What follows belongs to an exercise in optimizing a design on an open flow for small area, a short achievable clock period and few clock cycles per item; a production flow would make more cautious choices. No activity file was given, so power comes from the tool's default toggle rates.

Setup of lane 1:
==> flow/design.v <==
`timescale 1ns / 1ps
module bin2BCD(
    input           clk,
    input           rst,
    input           en,
    input   [11:0]  bin_d_in,
    output  [15:0]  bcd_d_out,
    output          rdy
    );
    function [3:0] add3;
        input [3:0] d;
        reg o3;
        begin
            o3 = d[3] | (d[2] & (d[1] | d[0]));
            add3[3] = o3;
            add3[2] = (d[2] & ~d[1] & ~d[0]) | (d[3] & d[0]);
            add3[1] = (d[3] & ~d[0]) | (d[1] & ~d[2]) | (d[1] & d[0]);
            add3[0] = d[0] ^ o3;
        end
    endfunction
    function [27:0] step;
        input [27:0] x;
        begin
            step = {add3(x[27:24]), add3(x[23:20]), add3(x[19:16]), add3(x[15:12]), x[11:0]} << 1;
        end
    endfunction
    reg  [27:0] s1, s2;
    reg  [22:9] mid;
    reg         result_rdy;
    integer i;
    always @(*) begin
        s1 = {16'b0, bin_d_in};
        for (i = 0; i < 9; i = i + 1)
            s1 = step(s1);
    end
    always @(posedge clk) begin
        mid        <= s1[22:9];
        result_rdy <= en & ~rst;
    end
    always @(*) begin
        s2 = 28'b0;
        s2[22:9] = mid;
        for (i = 9; i < 12; i = i + 1)
            s2 = step(s2);
    end
    assign bcd_d_out = s2[27:12];
    assign rdy       = result_rdy;
endmodule
Settings: LEC_CHECK=0, ABC_AREA=1, CAP_MARGIN=20, CORE_MARGIN=2, CORE_UTILIZATION=40, SLEW_MARGIN=20; clock period 5.0 ns.
run.sh (not shown) runs the stock make flow with config.mk's settings and CLKGATE_MAP_FILE= SYNTH_SCRIPT=/design/flow/synth_recipe.tcl, a recipe that flattens the netlist after the stock synthesis.
Lane 1 completed; timing, DRC and antenna clean
#### Input delta (lane 2 over lane 1)
--- a/flow/design.v
+++ b/flow/design.v
@@ -25,22 +25,22 @@
         end
     endfunction
     reg  [27:0] s1, s2;
-    reg  [22:9] mid;
+    reg  [25:11] mid;
     reg         result_rdy;
     integer i;
     always @(*) begin
         s1 = {16'b0, bin_d_in};
-        for (i = 0; i < 9; i = i + 1)
+        for (i = 0; i < 11; i = i + 1)
             s1 = step(s1);
     end
     always @(posedge clk) begin
-        mid        <= s1[22:9];
+        mid        <= s1[25:11];
         result_rdy <= en & ~rst;
     end
     always @(*) begin
         s2 = 28'b0;
-        s2[22:9] = mid;
-        for (i = 9; i < 12; i = i + 1)
+        s2[25:11] = mid;
+        for (i = 11; i < 12; i = i + 1)
             s2 = step(s2);
     end
     assign bcd_d_out = s2[27:12];
Notes after the runs:
- Per the comparison of lane 2 with lane 1, final instance area increased by about 2.7% relative to the old numbers, register clock-pin slew on the reported worst setup and hold paths closely matched the old numbers, multi-input combinational gate total increased by 4.2% relative to the old numbers, worst hold slack closely matched the old numbers, core utilization closely matched the old numbers.
- Lane 2 vs. lane 1: detailed placer's ending HPWL +210 um, initial DRC count went down 11, power density over the cells went down by 7.7%, total wire length up 11%.
- Per the comparison of lane 2 with lane 1, power -5.2%, synthesis-to-layout area growth -1.1 points.
- For lane 2, the termination of the worst setup path was mid[13]$_DFF_P_, unlike lane 1, where it was bcd_d_out[1].
No functional check of the RTL was part of any run of this note.


== before ==
Another version of the RTL of bin2BCD (not shown whole).
Size in the first run: about 220 cells after synthesis, roughly 15 flip-flops, roughly 32 I/O pins.
==> module bin2BCD, before the edit <==
module bin2BCD(
    input           clk,
    input           rst,
    input           en,
    input   [11:0]  bin_d_in,
    output  [15:0]  bcd_d_out,
    output          rdy
    );
    function [3:0] add3;
        input [3:0] d;
        reg o3;
        begin
            o3 = d[3] | (d[2] & (d[1] | d[0]));
            add3[3] = o3;
            add3[2] = (d[2] & ~d[1] & ~d[0]) | (d[3] & d[0]);
            add3[1] = (d[3] & ~d[0]) | (d[1] & ~d[2]) | (d[1] & d[0]);
            add3[0] = d[0] ^ o3;
        end
    endfunction
    function [27:0] step;
        input [27:0] x;
        begin
            step = {add3(x[27:24]), add3(x[23:20]), add3(x[19:16]), add3(x[15:12]), x[11:0]} << 1;
        end
    endfunction
    reg  [27:0] s1, s2;
    reg  [21:8] mid;
    reg         result_rdy;
    integer i;
    always @(*) begin
        s1 = {16'b0, bin_d_in};
        for (i = 0; i < 8; i = i + 1)
            s1 = step(s1);
    end
    always @(posedge clk) begin
        mid        <= s1[21:8];
        result_rdy <= en & ~rst;
    end
    always @(*) begin
        s2 = 28'b0;
        s2[21:8] = mid;
        for (i = 8; i < 12; i = i + 1)
            s2 = step(s2);
    end
    assign bcd_d_out = s2[27:12];
    assign rdy       = result_rdy;
endmodule
make LEC_CHECK=0 ABC_AREA=1 CAP_MARGIN=20 CORE_MARGIN=2 CORE_UTILIZATION=40 SLEW_MARGIN=20 finish   # period 5.0 ns
Modified inputs, after compared to before
==> flow/design.v, changed modules only <==
module bin2BCD(
    input           clk,
    input           rst,
    input           en,
    input   [11:0]  bin_d_in,
    output  [15:0]  bcd_d_out,
    output          rdy
    );
    function [3:0] add3;
        input [3:0] d;
        reg o3;
        begin
            o3 = d[3] | (d[2] & (d[1] | d[0]));
            add3[3] = o3;
            add3[2] = (d[2] & ~d[1] & ~d[0]) | (d[3] & d[0]);
            add3[1] = (d[3] & ~d[0]) | (d[1] & ~d[2]) | (d[1] & d[0]);
            add3[0] = d[0] ^ o3;
        end
    endfunction
    function [27:0] step;
        input [27:0] x;
        begin
            step = {add3(x[27:24]), add3(x[23:20]), add3(x[19:16]), add3(x[15:12]), x[11:0]} << 1;
        end
    endfunction
    reg  [27:0] s1, s2;
    reg  [26:12] mid;
    reg         result_rdy;
    integer i;
    always @(*) begin
        s1 = {16'b0, bin_d_in};
        for (i = 0; i < 12; i = i + 1)
            s1 = step(s1);
    end
    always @(posedge clk) begin
        mid        <= s1[26:12];
        result_rdy <= en & ~rst;
    end
    always @(*) begin
        s2 = 28'b0;
        s2[26:12] = mid;
        for (i = 12; i < 12; i = i + 1)
            s2 = step(s2);
    end
    assign bcd_d_out = s2[27:12];
    assign rdy       = result_rdy;
endmodule
==> run notes <==
- When after is measured against before, its worst path setup slack after routing turns out 0.52 ns lower.
- Summary: with before as the reference, final instance area in after moved up by a few percent.
- | post-CTS clock slew at the launch and capture registers of the worst setup and hold paths | before vs after | ≈ equal |
- When after is measured against before, its clock-buffer cell count turns out 1 lower.
- after against before; worst vdd rail ir drop is down by more than 10%.
- Cell area after technology mapping in after vs before: up about 8%
- Comparing minimum period implied by the final worst setup slack for before and after, the smaller number came from before.
- Higher instance count of the mapped netlist goes to after over before.
No functional check of the RTL was part of any run of this note.

## port drivers added, routing unchanged
The results above use ideal ports. As a check the final layouts listed here were re-extracted and re-timed, cells and wires unchanged. Step 1: set_driving_cell puts a clkbuf_16 on clk and a buf_2 on each other input, an assumption about the parent block. Step 2, shift: input delay + t, output delay - t, t = (earliest + latest rising clock arrival at the registers) / 2. This alone moves slack from input paths to output paths. a / b / c = no drivers / after step 1 / after step 2; a / b = the first two.
| run | t, ns | setup slack, ns | hold WS [ns] | slew at the worst register clock pin (ns) |
|---|---|---|---|---|
| lane 1 | 0.289 | 1.245 / 1.225 / 1.515 | 1.161 / 1.166 / 1.455 | 0.08 / 0.08 |
| lane 2 | 0.296 | 1.244 / 1.241 / 0.944 | 1.163 / 1.168 / 1.465 | 0.09 / 0.09 |
| before | 0.287 | 1.427 / 1.407 / 1.694 | 1.169 / 1.170 / 1.458 | 0.08 / 0.08 |
| after | 0.288 | 0.910 / 0.909 / 0.621 | 1.174 / 1.175 / 1.464 | 0.08 / 0.08 |
After both steps every run listed still meets setup and hold. The setup slack of lane 2, which loses most, moves by -0.003 ns with the drivers and by -0.300 ns with both steps.
